From an optimization exercise on the open Yosys and OpenROAD flow, aimed at small area; shortcuts taken in it are not production practice.
Only simulation tests tie the RTL to the original design; equivalence was not proved.
No activity file was given, so power comes from the tool's default toggle rates.

==> design/flow/design.v <==
module mux2 #(parameter n = 16) (Out, InA, InB, Select);
	input 	[n-1:0]	InA, InB;
	input			Select;
	output 	[n-1:0]	Out;
	assign Out = Select ? InB : InA;
endmodule
module add(Out, InA, InB);
	input 		[4:0] InA, InB;
	output reg	[4:0] Out;
	always @(*) begin
		Out = InA + InB;
	end
endmodule
module SignExtend(Out, In);
	input 	[4:0] 	In;
	output 	[15:0] 	Out;
	assign Out = In[4] ? {11'b11111111111, In}:{11'b00000000000, In};
endmodule
module ALU (Out, Zero, InA, InB, ALU_opcode);
	input signed		[15:0]	InA, InB;
	input				[2:0]	ALU_opcode;
	output reg signed	[15:0]	Out;
	output reg					Zero;
	always @(*) begin
		case (ALU_opcode)
			3'd0:	Out = InA + InB;
			3'd1:	Out = InA - InB;
			3'd2:	Out = InA & InB;
			3'd3:	Out = InA | InB;
			3'd4:	Out = InA ^ InB;
			3'd5:	Out = InA >> InB[2:0];
			3'd6:	Out = InA >>> InB[2:0];
			3'd7:	Out = InA << InB[2:0];
		endcase
		Zero = (Out == 16'd0) ? 1'b1 : 1'b0;
	end
endmodule
module PC(PC, In, RST, CLK);
	input		[4:0] 	In;
	input 				CLK, RST;
	output reg	[4:0] 	PC;
	always @(posedge CLK) begin
		if (RST)
			PC <= 5'd0;
		else
			PC <= In;
	end
endmodule
module RegFile(	ReadData1, 
				ReadData2,
				REG0,
				REG1,
				REG2,
				REG3,
				REG4,
				REG5,
				REG6,
				REG7,
				WriteData, 
				ReadWriteEn, 
				WriteAddress, 
				ReadAddress1, 
				ReadAddress2, 
				RST,
				CLK);
	input 			ReadWriteEn, RST, CLK;	
	input	[2:0] 	WriteAddress, ReadAddress1, ReadAddress2;
	input	[15:0] 	WriteData;
	output 	[15:0] 	ReadData1, ReadData2;
	output	[15:0] 	REG0, REG1, REG2, REG3, REG4, REG5, REG6, REG7;
	reg 	[15:0] array_reg [7:0];
	reg 	[15:0] reg1, reg2;
	integer i;
	always @(posedge CLK) begin
		if (RST) begin
			for (i=0; i<8; i=i+1)
				array_reg[i] <= 16'd0;
		end
		else if(ReadWriteEn) begin
			if (WriteAddress != 3'd0)
				array_reg[WriteAddress] <= WriteData;	
		end
	end
	always @(*) begin 
			reg1 = array_reg[ReadAddress1];
			reg2 = array_reg[ReadAddress2];
	end	
	assign REG0 = array_reg[0];
	assign REG1 = array_reg[1];
	assign REG2 = array_reg[2];
	assign REG3 = array_reg[3];
	assign REG4 = array_reg[4];
	assign REG5 = array_reg[5];
	assign REG6 = array_reg[6];
	assign REG7 = array_reg[7];
	assign ReadData1 = reg1;
	assign ReadData2 = reg2;
endmodule
module DMEM(ReadData, Address, WriteData, WriteEn, RST, CLK);
	input 				CLK, RST, WriteEn;
	input 		[15:0] 	Address, WriteData;
	output 	 	[15:0] 	ReadData;
	reg [15:0] array_reg [15:0];
	integer i;
	always @ (posedge CLK)begin
		if (RST) begin
			for (i=0; i<16; i=i+1)
				array_reg[i] <= 16'd0;
		end
		else if (WriteEn)
			array_reg[Address[3:0]] <= WriteData;
	end
	assign ReadData = array_reg[Address[3:0]];
endmodule
module Control(PCSrc, RegSrc, RegWrEn, ALUSrc, ALUopcode, DmemWrEn, WrSrc, INST, z);
	input				z;
	input		[4:0] 	INST;
	output reg	[2:0] 	ALUopcode;
	output reg 			PCSrc, RegSrc, RegWrEn, ALUSrc, DmemWrEn, WrSrc;
	always @(*) begin
		PCSrc = 1'b0;
		RegSrc = 1'b0;
		RegWrEn = 1'b0;
		ALUSrc = 1'b0;
		DmemWrEn = 1'b0;
		WrSrc = 1'b1;
		ALUopcode = 3'd0;
		if(INST[4] == 1'b0) begin		 
			PCSrc = 1'b0;
			RegSrc = 1'b1;
			RegWrEn = 1'b1;
			ALUSrc = 1'b0; 				
			DmemWrEn = 1'b0;
			WrSrc = 1'b1;
			if(INST[3:0] == 4'b0010) ALUopcode = 3'd0; 	 
			if(INST[3:0] == 4'b0011) ALUopcode = 3'd1;	 
			if(INST[3:0] == 4'b0100) ALUopcode = 3'd2;	 
			if(INST[3:0] == 4'b0101) ALUopcode = 3'd3;	 
			if(INST[3:0] == 4'b0110) ALUopcode = 3'd4;	 
			if(INST[3:0] == 4'b1000) ALUopcode = 3'd5; 	 
			if(INST[3:0] == 4'b1001) ALUopcode = 3'd6;	 
			if(INST[3:0] == 4'b1010) ALUopcode = 3'd7;	 
		end
		else if(INST[4] == 1'd1) begin
			if(INST[3] == 1'b0) begin 			 
				PCSrc = 1'b0;
				RegSrc = 1'b1;
				RegWrEn = 1'b1;
				ALUSrc = 1'b1;
				DmemWrEn = 1'b0;
				WrSrc = 1'b1;
				if(INST[2:0] == 3'b010) ALUopcode = 3'd0; 	 
				if(INST[2:0] == 3'b100) ALUopcode = 3'd2;	 
				if(INST[2:0] == 3'b101) ALUopcode = 3'd3;	 
				if(INST[2:0] == 3'b110) ALUopcode = 3'd4;	 
			end
			else if (INST[3] == 1'b1) begin
				if (INST[3:0] == 4'b1100) begin     
					PCSrc = 1'b0;
					RegSrc = 1'b0;
					RegWrEn = 1'b1;
					ALUSrc = 1'b1;
					DmemWrEn = 1'b0;
					WrSrc = 1'b0;
					ALUopcode = 3'd0; 	 
				end
				else if (INST[3:0] == 4'b1101) begin     
					PCSrc = 1'b0;
					RegSrc = 1'b0;
					RegWrEn = 1'b0;
					ALUSrc = 1'b1;
					DmemWrEn = 1'b1;
					WrSrc = 1'b0;
					ALUopcode = 3'd0; 	 
				end
				else if (INST[3:0] == 4'b1110) begin     
					RegSrc = 1'b0;
					RegWrEn = 1'b0;
					ALUSrc = 1'b0;
					DmemWrEn = 1'b0;
					WrSrc = 1'b1;
					ALUopcode = 3'd1; 	 
					if(z == 1'b1)
						PCSrc = 1'b1;
					else	
						PCSrc = 1'b0;
				end
				else if (INST[3:0] == 4'b1111) begin     
					RegSrc = 1'b0;
					RegWrEn = 1'b0;
					ALUSrc = 1'b0;
					DmemWrEn = 1'b0;
					WrSrc = 1'b1;
					ALUopcode = 3'd1; 	 
					if(z == 1'b1)
						PCSrc = 1'b0;
					else	
						PCSrc = 1'b1;
				end
			end
		end
	end
endmodule
module Datapath (CLK, RST, INSTR, PCSrc, RegSrc, RegWrEn, ALUSrc, ALUopcode, DmemWrEn, WrSrc, INST, Zero, PC,
				REG0, REG1, REG2, REG3, REG4, REG5, REG6, REG7, ALU_result, outDMEM, ALU_A, ALU_B
				);
	input			CLK, RST, PCSrc, RegSrc, RegWrEn, ALUSrc, DmemWrEn, WrSrc;
	input 	[2:0]	ALUopcode;
	input	[15:0]	INSTR;
	output	[5:0]	PC;
	output 	[15:0]	REG0, REG1, REG2, REG3, REG4, REG5, REG6, REG7;
	output	[15:0]	ALU_result, outDMEM;
	output	[4:0]	INST;
	output			Zero;
	output	[15:0]	ALU_A, ALU_B;
	wire	[15:0]	instruction;
	wire 	[4:0]	PCout;
	wire	[4:0]	pc0, pc1, muxPC;
	wire	[2:0]	muxRegFile;
	wire	[15:0]	A, B;
	wire	[15:0]	kq_signExtend, muxALU;
	wire	[15:0]	outALU;
	wire	[15:0]	muxDataWr;
	mux2 #(.n(5)) inst0(.Select(PCSrc), .InA(pc0), .InB(pc1), .Out(muxPC));
	PC inst1(.CLK(CLK), .RST(RST), .In(muxPC), .PC(PCout));
	add inst2(.InA(5'd1), .InB(PCout), .Out(pc0));
	assign instruction = INSTR;	 
	add inst4(.InA(instruction[4:0]), .InB(PCout), .Out(pc1));
	assign PC = PCout << 1;
	assign INST = instruction[15:11];
	mux2 #(.n(3)) inst5(.Select(RegSrc), .InA(instruction[10:8]), .InB(instruction[4:2]), .Out(muxRegFile));
	RegFile inst6 (	.ReadData1(A), 
					.ReadData2(B),
					.REG0(REG0),
					.REG1(REG1),
					.REG2(REG2),
					.REG3(REG3),
					.REG4(REG4),
					.REG5(REG5),
					.REG6(REG6),
					.REG7(REG7),
					.WriteData(muxDataWr), 
					.ReadWriteEn(RegWrEn), 
					.WriteAddress(instruction[10:8]), 
					.ReadAddress1(instruction[7:5]), 
					.ReadAddress2(muxRegFile), 
					.RST(RST),
					.CLK(CLK));
	SignExtend inst7(.In(instruction[4:0]), .Out(kq_signExtend));
	mux2 #(.n(16)) inst8(.Select(ALUSrc), .InA(B), .InB(kq_signExtend), .Out(muxALU));
	ALU inst9(.InA(A), .InB(muxALU), .ALU_opcode(ALUopcode), .Out(outALU), .Zero(Zero));
	DMEM inst10(.ReadData(outDMEM), .Address(outALU), .WriteData(B), .WriteEn(DmemWrEn), .RST(RST), .CLK(CLK));
	mux2 #(.n(16)) inst11(.Select(WrSrc), .InA(outDMEM), .InB(outALU), .Out(muxDataWr));
	assign ALU_result = outALU;
	assign ALU_A = A;
	assign ALU_B = muxALU;
endmodule
module Lab4(CLK, RST, INSTR, PC, REG0, REG1, REG2, REG3, REG4, REG5, REG6, REG7, 
		inst_opcode, ALUopcode, ALU_result, Zero, outDMEM, ALU_A, ALU_B);
	input	CLK, RST;
	input		[15:0]	INSTR;
	output 		[5:0]	PC;
	output 		[15:0]	REG0, REG1, REG2, REG3, REG4, REG5, REG6, REG7;
	output 		[4:0]	inst_opcode;
	output 		[2:0]	ALUopcode;
	output 		[15:0]	ALU_result, outDMEM, ALU_A, ALU_B;
	output				Zero;
	wire 				PCSrc, RegSrc, RegWrEn, ALUSrc, DmemWrEn, WrSrc;
	Control c(.PCSrc(PCSrc), .RegSrc(RegSrc), 
			.RegWrEn(RegWrEn), .ALUSrc(ALUSrc), 
			.ALUopcode(ALUopcode), 
			.DmemWrEn(DmemWrEn), .WrSrc(WrSrc), 
			.INST(inst_opcode), .z(Zero));
	Datapath d(	.CLK(CLK), .RST(RST), .INSTR(INSTR), .PCSrc(PCSrc), .RegSrc(RegSrc), 
				.RegWrEn(RegWrEn), .ALUSrc(ALUSrc), 
				.ALUopcode(ALUopcode), .DmemWrEn(DmemWrEn), 
				.WrSrc(WrSrc), .INST(inst_opcode), .Zero(Zero), .PC(PC),
				.REG0(REG0), .REG1(REG1), .REG2(REG2), .REG3(REG3), 
				.REG4(REG4), .REG5(REG5), .REG6(REG6), .REG7(REG7), .ALU_result(ALU_result),
				.outDMEM(outDMEM), .ALU_A(ALU_A), .ALU_B(ALU_B)
				);
endmodule
==> design/flow/run.sh <==
#!/bin/bash
# synth_recipe.tcl (not shown) runs the flow's synth.tcl, then flattens the netlist and writes it again
# the make line also repeats each setting of config.mk as NAME=value (left out here)
make -C /OpenROAD-flow-scripts/flow DESIGN_CONFIG=/design/flow/config.mk WORK_HOME=/design/flow/orfs CLKGATE_MAP_FILE= SYNTH_SCRIPT=/design/flow/synth_recipe.tcl finish
==> design/flow/config.mk <==
export PLATFORM = sky130hd
export DESIGN_NAME = Lab4
export DESIGN_NICKNAME = Lab4
export VERILOG_FILES = /design/flow/design.v
export SDC_FILE = /design/flow/constraint.sdc
export NUM_CORES = 4
export LEC_CHECK = 0
export CAP_MARGIN = 20
export CORE_MARGIN = 2
export CORE_UTILIZATION = 40
export PLACE_DENSITY = 0.6
export SLEW_MARGIN = 20
==> design/flow/constraint.sdc <==
create_clock -name core_clock -period 12.0 [get_ports {CLK}]
set_input_delay 2.4000 -clock core_clock [delete_from_list [all_inputs] [get_ports {CLK}]]
set_output_delay 2.4000 -clock core_clock [all_outputs]
set_load 0.01 [all_outputs]
==> summary.txt <==
- FMAX: 0.0870 GHz
- Flop pwr share: around a third
- Area share of the largest cell type after synthesis: 49.7%
- Skew-Pair Late Insertion Delay: between 0.5 and 0.6 ns
- Setup Skew: roughly 0.02 ns
- Chip Width: approximately 240 um
- Period utilisation layout: 95.8%
- Reg2Reg Capture Point: d.inst1.PC[4]$_SDFF_PP0_
- Largest net degree at the start of global routing: 95
- Worst Path Arrival: 9.09 ns
- Worst-case clock buffer depth: 3
- Top_reg_cell synth: edfxtp_1
- RSZ-0062 raised after global routing: false
- Worst-path clk slew: 0.05 ns
- Synthesized area: 0.0232 mm^2
- Via Count: ~19000
- Hold Path Origin: d.inst1.PC[0]$_SDFF_PP0_
- Slew headroom: 20.7%
- Hold path depth: 2
- Initial drt markers: 2500
- Clock Tree Root: clkbuf_16
- Synth area leaders: edfxtp_1 (50%), nor2_1 (7.2%), mux2i_1 (7.0%), mux4_2 (4.0%), ha_1 (2.9%)
- Synth Area per Inst: 10.6 um^2
- Die H: 245 um
- TritonCTS clock tree: built
- Post-Route Setup TNS: 0 ns
- Reg2reg setup slack: roughly 5 ns
- # fillers: 5327
- Power Density: 176 mW/mm^2
- Detailed placement HPWL: roughly 63000 um
- Syn-to-layout area delta: 19.2%
- Clk pwr share: about a quarter
- Max-Cap Viols: 0
- Max reg flops: 256
- Slew @ Worst Pin: 1.18 ns
- Gr usage total: 29.3%
- Crit path required time: 9.60 ns
- Post-synth EDFFs: 384
- Final net count: 2462
- Tmin final: 11.49 ns
- Initial Util: 40.3%
- CTS Sinks: 389
- Antenna Nets Post-Route: 0
- DR DRC count: 0
- # IOs: around 230
- Final hold vios: 0
- Hold-fix buffers, CTS: 0
- Reg2Reg Depth: 33
- Status: no timing/DRC/antenna violations
- Comb pwr share: 41.4%
- Hold worst-path end: d.inst1.PC[0]$_SDFF_PP0_
- Setup crit end kind: output port
- Most used cell, CP: buf_4
- First-pass GRT wire length: 129000 um
- CTS Buf Count: 43
- GRT overflow: 0
- Min-delay worst type: reg2reg
- Core Footprint: 0.0575 mm^2
- Critical path type: in2out
- Vias in the first global route: ~18000
- Distinct cell type count after synthesis: 97
- Setup violators final: 0
- Yosys warning total: 6
- Leakage: 10.5 nW
- Worst Setup Start Kind: primary input
- Max-slew violation count: 0
- Drt pass-1 iters: 6
- Final wirelength: 89300 um
- WL per Instance: 28.0 um
- Htree depth: 2
- FF+latch count, synth: between 300 and 400
- Sw Ratio: 38.8%
- Switching power total: 1.89 mW
- CP max stage delay: 0.66 ns
- Crit-path slowest cell: clkdlybuf4s50_1
- # diodes: 0
- Internal power: around 3 mW
- # port buffers: between 200 and 250
- Reg-to-reg critical path startpoint: d.inst6.array_reg[3][2]$_SDFFCE_PN0P_
- Buf/Inv on CP: 5
- Cell chain of the critical path: clkdlybuf4s50_1, buf_4, nand3_1, nand2_1, buf_4, a211oi_1, or4_1, a31o_2, a21oi_1, xnor2_1, ha_1, a21o_1, a21oi_1, nand2_1, a31oi_1, o21ai_0, xor2_1, a32oi_1, nand4b_1, buf_4, nor4_1, nand3_1, a2111oi_0, clkdlybuf4s50_1
- Antenna violations before repair: 1
- Worst vdd ir: approximately 0.00016 V
- Number of cell rows: 88
- Crit-path leading delay family: compound AO/OA/AOI/OAI gates
- FFs w/ async S/R, synth: 0%
- Total die area: 0.0599 mm^2
- CP Max Fanout: 11
- Seq/Total Area, Yosys: 50.2%
- Layout cells sized above 1: 12.8%
- Total power: about 4.9 mW
- GPL Wtd Cong: between 0.9 and 1
- Avg Vias per Cell: 6.04
- Post-layout util: 48.1%
- Post-Synthesis Cells: 2180
- Cell taking the most area after synthesis: edfxtp_1
==> worst max path at each step <==
stage / startpoint / endpoint / cells past startpoint
finish: INSTR[14] / Zero / 24
global route: INSTR[14] / Zero / 24
CTS: INSTR[14] / Zero / 24
detailed placement: INSTR[14] / Zero / 24
global placement: INSTR[14] / Zero / 22
floorplan: INSTR[14] / Zero / 25
==> cell families after synthesis <==
kind of cell | after synthesis | share of synthesized area, %
other | 1 | 0.0162
multiplexers | 230 | 12.3
XOR/XNOR | 31 | 1.17
AND/OR/NAND/NOR | 866 | 16.4
adder cells (fa/ha/maj) | 55 | 3.03
AO/OA/AOI/OAI | 384 | 12.2
flip-flops | 389 | 50.2
buffers and inverters | 224 | 4.63
==> cell usage in the layout, fill, tap and decap left out, drive strengths merged, types with 9 or more instances in the layout <==
master,instances
o211ai,26
a32oi,15
xnor2,22
nand2b,28
buf,100
a221oi,9
o21ai,84
clkbuf,53
o32ai,17
nand2,169
clkdlybuf4s50,219
conb,17
mux4,41
a31oi,10
and3,30
nor3,39
edfxtp,384
mux2i,162
a22oi,17
o22ai,14
a31o,13
inv,52
xor2,9
mux2,27
clkinv,25
nand3,74
nor2b,22
nor2,454
o31ai,12
a21oi,74
o21a,11
or2,14
ha,53
a211oi,22
==> worst register-to-register path, delay by kind of cell (launching register included) <==
kind	cells	cell delay (ns)
buffers and inverters	2	0.26
DFF	1	0.48
and+or+nand+nor	14	2.15
adders and majority gates	3	0.78
AOI/OAI and AO/OA	8	2.15
muxes	2	0.52
xor gates and xnor gates	4	0.62
==> routing by layer <==
layer	share of wire [%]	track usage, %	up-vias
li1	-	-	8397
met1	39	38.4	9560
met2	47	47.6	1085
met3	8.6	5.13	213
met4	4.8	12.7	0
met5	0	0	-
==> power groups by stage <==
stage	registers [mW]	logic, mW	clock network (mW)
final	1.61	2.01	1.24
after global routing	1.61	2.11	1.30
after CTS	1.61	1.99	1.25
after global placement	1.64	1.97	0
after detailed placement	1.64	1.98	0
after floorplan	1.62	1.12	0
==> metrics by stage <==
step                      hold slack (ns)  cells  instance area (um^2)  worst slack (ns)
after floorplan                     0.629   2196                 23200              2.22
after global placement              0.596   3108                 26300             0.462
after detailed placement            0.597   3108                 26300             0.398
after CTS                           0.610   3187                 27600             0.358
after global routing                0.633   3188                 27600             0.178
final                               0.604   3188                 27600             0.506
==> cell usage after synthesis (8+ instances only) <==
master,n
ha_1,53
a31o_2,10
a22oi_1,17
o32ai_1,14
buf_6,10
buf_2,45
mux2_2,26
nor2b_1,22
o21ai_0,75
clkbuf_1,90
xnor2_1,22
a211oi_1,22
o21a_1,11
nand2_1,167
and3_1,30
nor3_1,36
nand2b_1,28
nand3_1,74
o22ai_1,11
mux4_2,41
buf_4,18
xor2_1,9
a32oi_1,15
nor2_2,12
mux2i_1,161
or2_2,13
o21ai_1,8
edfxtp_1,384
a21oi_1,72
nor2_1,442
o211ai_1,26
inv_1,46
==> timing repair <==
action,4_1_cts,5_1_grt
setup buffers,0,0
resized for setup,0,1
setup endpoints to repair,0,1
==> layout make-up <==
| class | count | area, um^2 | area share, % |
|---|---|---|---|
| multi-input cells | 1583 | 10600 | 38.3 |
| flip-flops and latches | 389 | 11600 | 42.1 |
| clock inverters | 26 | 183 | 0.661 |
| clock buffers | 53 | 1110 | 4.03 |
| inverters | 53 | 209 | 0.756 |
| well taps | 765 | 957 | 3.46 |
| repair buffers | 319 | 2970 | 10.7 |

## static timing again, ports no longer ideal
No port has a modelled driver above. Below, the same layout with a new extraction and two added sets of constraints. Step 1 sets driving cells, clkbuf_16 on the clock port and buf_2 on the other inputs (assumed; they add their load-dependent delay and slew). Step 2, shift: input delay + t, output delay - t, t = (earliest + latest rising clock arrival at the registers) / 2. This alone moves slack from input paths to output paths. Three values: ideal ports, drivers, drivers and shift; two values: the first two.
shift t [ns]: 0.636
setup WS [ns]: 0.506 / 0.470 / 0.470
worst slew at a driven data input, ns: 0.05
cell pins on the clock port's net: 1
After both steps setup and hold are still met in this run. For this run, drivers alone change the setup slack by -0.036 ns; drivers and shift together by -0.036 ns.
